Source: an optimization exercise on an open RTL-to-GDS flow (aim: small area and a short achievable clock period). Production flows keep margins and buffers that such runs may drop.
Function was checked by simulation only, so behaviour that the tests miss may differ from the original.

Design mapper_lrn, start of the top module:
module mapper_lrn #(
    parameter N_WIDTH = 2,     
    parameter M_WIDTH = 10,     
    parameter E_WIDTH = 6,     
    parameter F_WIDTH = 6,     
    parameter V_WIDTH = 2,     
    parameter ADDR_BUS_WIDTH = 20,     
    parameter DATA_WIDTH     = 16,     
    parameter ROW_MAJOR      = 1      
)(
    input  logic                             core_clk,                
    input  logic                             reset,                   
    input  logic                             start_normalization,     
    input  logic [N_WIDTH- 1 : 0]            dim4,                    
    input  logic [M_WIDTH- 1 : 0]            dim3,                    
    input  logic [E_WIDTH- 1 : 0]            dim2,                    
    input  logic [F_WIDTH- 1 : 0]            dim1,                    
    input  logic [V_WIDTH- 1 : 0]            padding_num,             
    input  logic                             normalized_window,    
    input  logic                             full_flag,               
    input  logic                             div_out_valid,           
    output logic [ADDR_BUS_WIDTH - 1 : 0]    r_addr,                  
    output logic                             r_enable,                
    output logic [ADDR_BUS_WIDTH - 1 : 0]    w_addr,                  
    output logic                             w_enable,                
    output logic                             normalized_layer         
);
For scale: roughly 2200 cells after synthesis, roughly 76 flip-flops, about 75 I/O pins, roughly 22000 µm² of cells after synthesis.
Settings: LEC_CHECK=0, CAP_MARGIN=20, CORE_MARGIN=2, CORE_UTILIZATION=40, SLEW_MARGIN=20, SYNTH_HIERARCHICAL=1, SYNTH_MINIMUM_KEEP_SIZE=0; clock period 20.0 ns.
standard.sh (not shown) runs the stock make flow with config.mk's settings and CLKGATE_MAP_FILE= SYNTH_SCRIPT=/design/flow/synth_recipe.tcl, a recipe that flattens the netlist after the stock synthesis.
==> flow/flow/run.sh <==
#!/bin/bash
set -euo pipefail
bash standard.sh BUFFER_PORTS_ARGS="-buffer_cell sky130_fd_sc_hd__buf_2" SETUP_SLACK_MARGIN=7 finish > standard.log 2>&1
Edit:
==> flow/flow/run.sh (replaced) <==
#!/bin/bash
set -euo pipefail
bash standard.sh BUFFER_PORTS_ARGS="-buffer_cell sky130_fd_sc_hd__buf_2" finish > standard.log 2>&1
- CORE_UTILIZATION: 40 -> 60
- CTS_BUF_LIST: unset -> sky130_fd_sc_hd__clkbuf_8
- SETUP_SLACK_MARGIN: unset -> 4
- The new run completed with no timing, DRC or antenna violations
- core utilization rises by 20 points
- routed wire length falls by a few percent
- non-clock buffer count falls by 41
- area after synthesis does not change
- synthesized cell count does not change
- first-iteration DRC count rises by roughly a tenth
- sequential share of layout area rises by 0.48 points
- critical path depth is unchanged
- worst setup slack gets worse by 78 ps
- cell count falls by roughly a tenth
Edit:
- CORE_UTILIZATION: 60 -> 40
- CTS_BUF_LIST: sky130_fd_sc_hd__clkbuf_8 -> unset
Effect: Utilization is lower by 22 points; worst hold slack got worse by 6.6 ps; non-clock buffer count is lower by 13; critical path depth stays the same; synthesized cell count is unchanged; die area is higher by 49%.
Edit:
==> flow/run.sh (new file) <==
#!/bin/bash
# synth_recipe.tcl (not shown) runs the flow's synth.tcl, then flattens the netlist and writes it again
# the make line also repeats each setting of config.mk as NAME=value (left out here)
make -C /OpenROAD-flow-scripts/flow DESIGN_CONFIG=/design/flow/config.mk WORK_HOME=/design/flow/orfs CLKGATE_MAP_FILE= SYNTH_SCRIPT=/design/flow/synth_recipe.tcl finish
- SETUP_SLACK_MARGIN: 4 -> 5
removed: flow/flow/run.sh
removed: flow/standard.sh
Outcome: Cell area went up by 5.0%; count of clock-buffer cells in the layout stays the same; setup slack improves by 150 ps; synthesized area does not change; die area stays the same; wire length went up by 2.6%; global-route usage went up by 0.59 points; utilization went up by 2.2 points; worst hold slack stays flat.

========
mapper_lrn again, from the RTL that the note above started with.
Settings: LEC_CHECK=0, CAP_MARGIN=20, CORE_MARGIN=2, CORE_UTILIZATION=40, SLEW_MARGIN=20, SYNTH_HIERARCHICAL=1, SYNTH_MINIMUM_KEEP_SIZE=0; clock period 20.0 ns.
==> flow/flow/run.sh <==
#!/bin/bash
set -euo pipefail
bash standard.sh BUFFER_PORTS_ARGS="-buffer_cell sky130_fd_sc_hd__buf_2" SETUP_SLACK_MARGIN=5.5 finish > standard.log 2>&1
Change:
==> flow/run.sh (new file) <==
#!/bin/bash
# synth_recipe.tcl (not shown) runs the flow's synth.tcl, then flattens the netlist and writes it again
# the make line also repeats each setting of config.mk as NAME=value (left out here)
make -C /OpenROAD-flow-scripts/flow DESIGN_CONFIG=/design/flow/config.mk WORK_HOME=/design/flow/orfs CLKGATE_MAP_FILE= SYNTH_SCRIPT=/design/flow/synth_recipe.tcl finish
Settings changed: SETUP_SLACK_MARGIN set to 2.5.
removed: flow/flow/run.sh
removed: flow/standard.sh
Result: The new run went through all stages and came out clean. Wire length is lower by 4.7%. Sequential cell count is unchanged. Cell area goes down by 6.0%. Global-route usage went down by 0.42 points. Final cell count went down by about 3%. Worst setup slack degrades by 1.4 ns. Synthesized cell count is unchanged. Clock skew stays flat. Non-clock buffer count went down by 90. Maximum frequency drops by 8.2%.

========
## run C
Another version of the RTL of mapper_lrn (not shown whole).
For scale: ~2,200 cells after synthesis, ~75 I/O pins, ~0.020 mm² of cells after synthesis.
==> flow/design.v (excerpt) <==
module mapper_lrn #(
    parameter N_WIDTH = 2,     
    parameter M_WIDTH = 10,     
    parameter E_WIDTH = 6,     
    parameter F_WIDTH = 6,     
    parameter V_WIDTH = 2,     
    parameter ADDR_BUS_WIDTH = 20,     
    parameter DATA_WIDTH     = 16,     
    parameter ROW_MAJOR      = 1      
)(
    input  logic                             core_clk,                
    input  logic                             reset,                   
    input  logic                             start_normalization,     
    input  logic [N_WIDTH- 1 : 0]            dim4,                    
    input  logic [M_WIDTH- 1 : 0]            dim3,                    
    input  logic [E_WIDTH- 1 : 0]            dim2,                    
    input  logic [F_WIDTH- 1 : 0]            dim1,                    
    input  logic [V_WIDTH- 1 : 0]            padding_num,             
    input  logic                             normalized_window,    
    input  logic                             full_flag,               
    input  logic                             div_out_valid,           
    output logic [ADDR_BUS_WIDTH - 1 : 0]    r_addr,                  
    output logic                             r_enable,                
    output logic [ADDR_BUS_WIDTH - 1 : 0]    w_addr,                  
    output logic                             w_enable,                
    output logic                             normalized_layer         
);
Settings: LEC_CHECK=0, CAP_MARGIN=20, CORE_MARGIN=2, CORE_UTILIZATION=40, CTS_BUF_LIST=sky130_fd_sc_hd__clkbuf_8, SETUP_SLACK_MARGIN=4, SLEW_MARGIN=20, SYNTH_HIERARCHICAL=1, SYNTH_MINIMUM_KEEP_SIZE=0; clock period 20.0 ns.
==> flow/flow/run.sh <==
#!/bin/bash
set -euo pipefail
bash standard.sh BUFFER_PORTS_ARGS="-buffer_cell sky130_fd_sc_hd__buf_1" finish > standard.log 2>&1
The final layout from run C, which completed every stage, passed the timing, DRC and antenna checks at the end of the flow.
## Diff of input files: run A against run C
- a deleted CTS_BUF_LIST that had been sky130_fd_sc_hd__clkbuf_8
- a change of SETUP_SLACK_MARGIN from 4 to 3.5
==> flow/flow/run.sh <==
#!/bin/bash
set -euo pipefail
bash standard.sh BUFFER_PORTS_ARGS="-buffer_cell sky130_fd_sc_hd__buf_2" finish > standard.log 2>&1
Findings:
Delta (run A minus run C): number of sequential storage elements held. Utilization was lower in run A than in run C. Data-path buffer share of cell area in the final layout: run A and run C compared, higher one is run C. Sort run A and run C by total routing resource utilization after global routing desc -> top: run A. Relative area change from synthesis to final layout, run A and run C: smaller value in run A. Going from run C to run A, first-pass GRT wire length grows by about 0.8%.

-- re-timing with driven ports --
How much do the figures lean on ideal ports? The routed layouts below were timed once more, with nothing changed but the port constraints.
Step 1 sets driving cells, clkbuf_16 on the clock port and buf_2 on the other inputs (assumed; they add their load-dependent delay and slew).
Step 2 moves the port delays by t, midway between the first and last clock arrival at a register: inputs arrive t later, outputs are due t later. That takes back most of the time a late clock gives input paths.
a / b / c = ideal ports / drivers / drivers and shift; a / b = the first two.
| run | shift t [ns] | setup slack, ns | worst setup path after step 2 |
|---|---|---|---|
| the first run of note 1 | 0.400 | 4.166 / 4.086 / 4.086 | input to output |
| the second run of note 1 | 0.405 | 4.087 / 4.020 / 4.020 | input to output |
| the third run of note 1 | 0.387 | 4.140 / 4.070 / 4.070 | input to output |
| the fourth run of note 1 | 0.401 | 4.288 / 4.216 / 4.216 | input to output |
| the first run of note 2 | 0.393 | 4.228 / 4.160 / 4.160 | input to output |
| the second run of note 2 | 0.400 | 2.818 / 2.795 / 2.795 | input to output |
| run C | 0.432 | 4.077 / 4.012 / 4.012 | input to output |
| run A | 0.404 | 3.828 / 3.803 / 3.803 | input to output |
After both steps setup and hold are still met in every run listed. For the first run of note 1, which loses most, drivers alone change the setup slack by -0.080 ns; drivers and shift together by -0.080 ns.
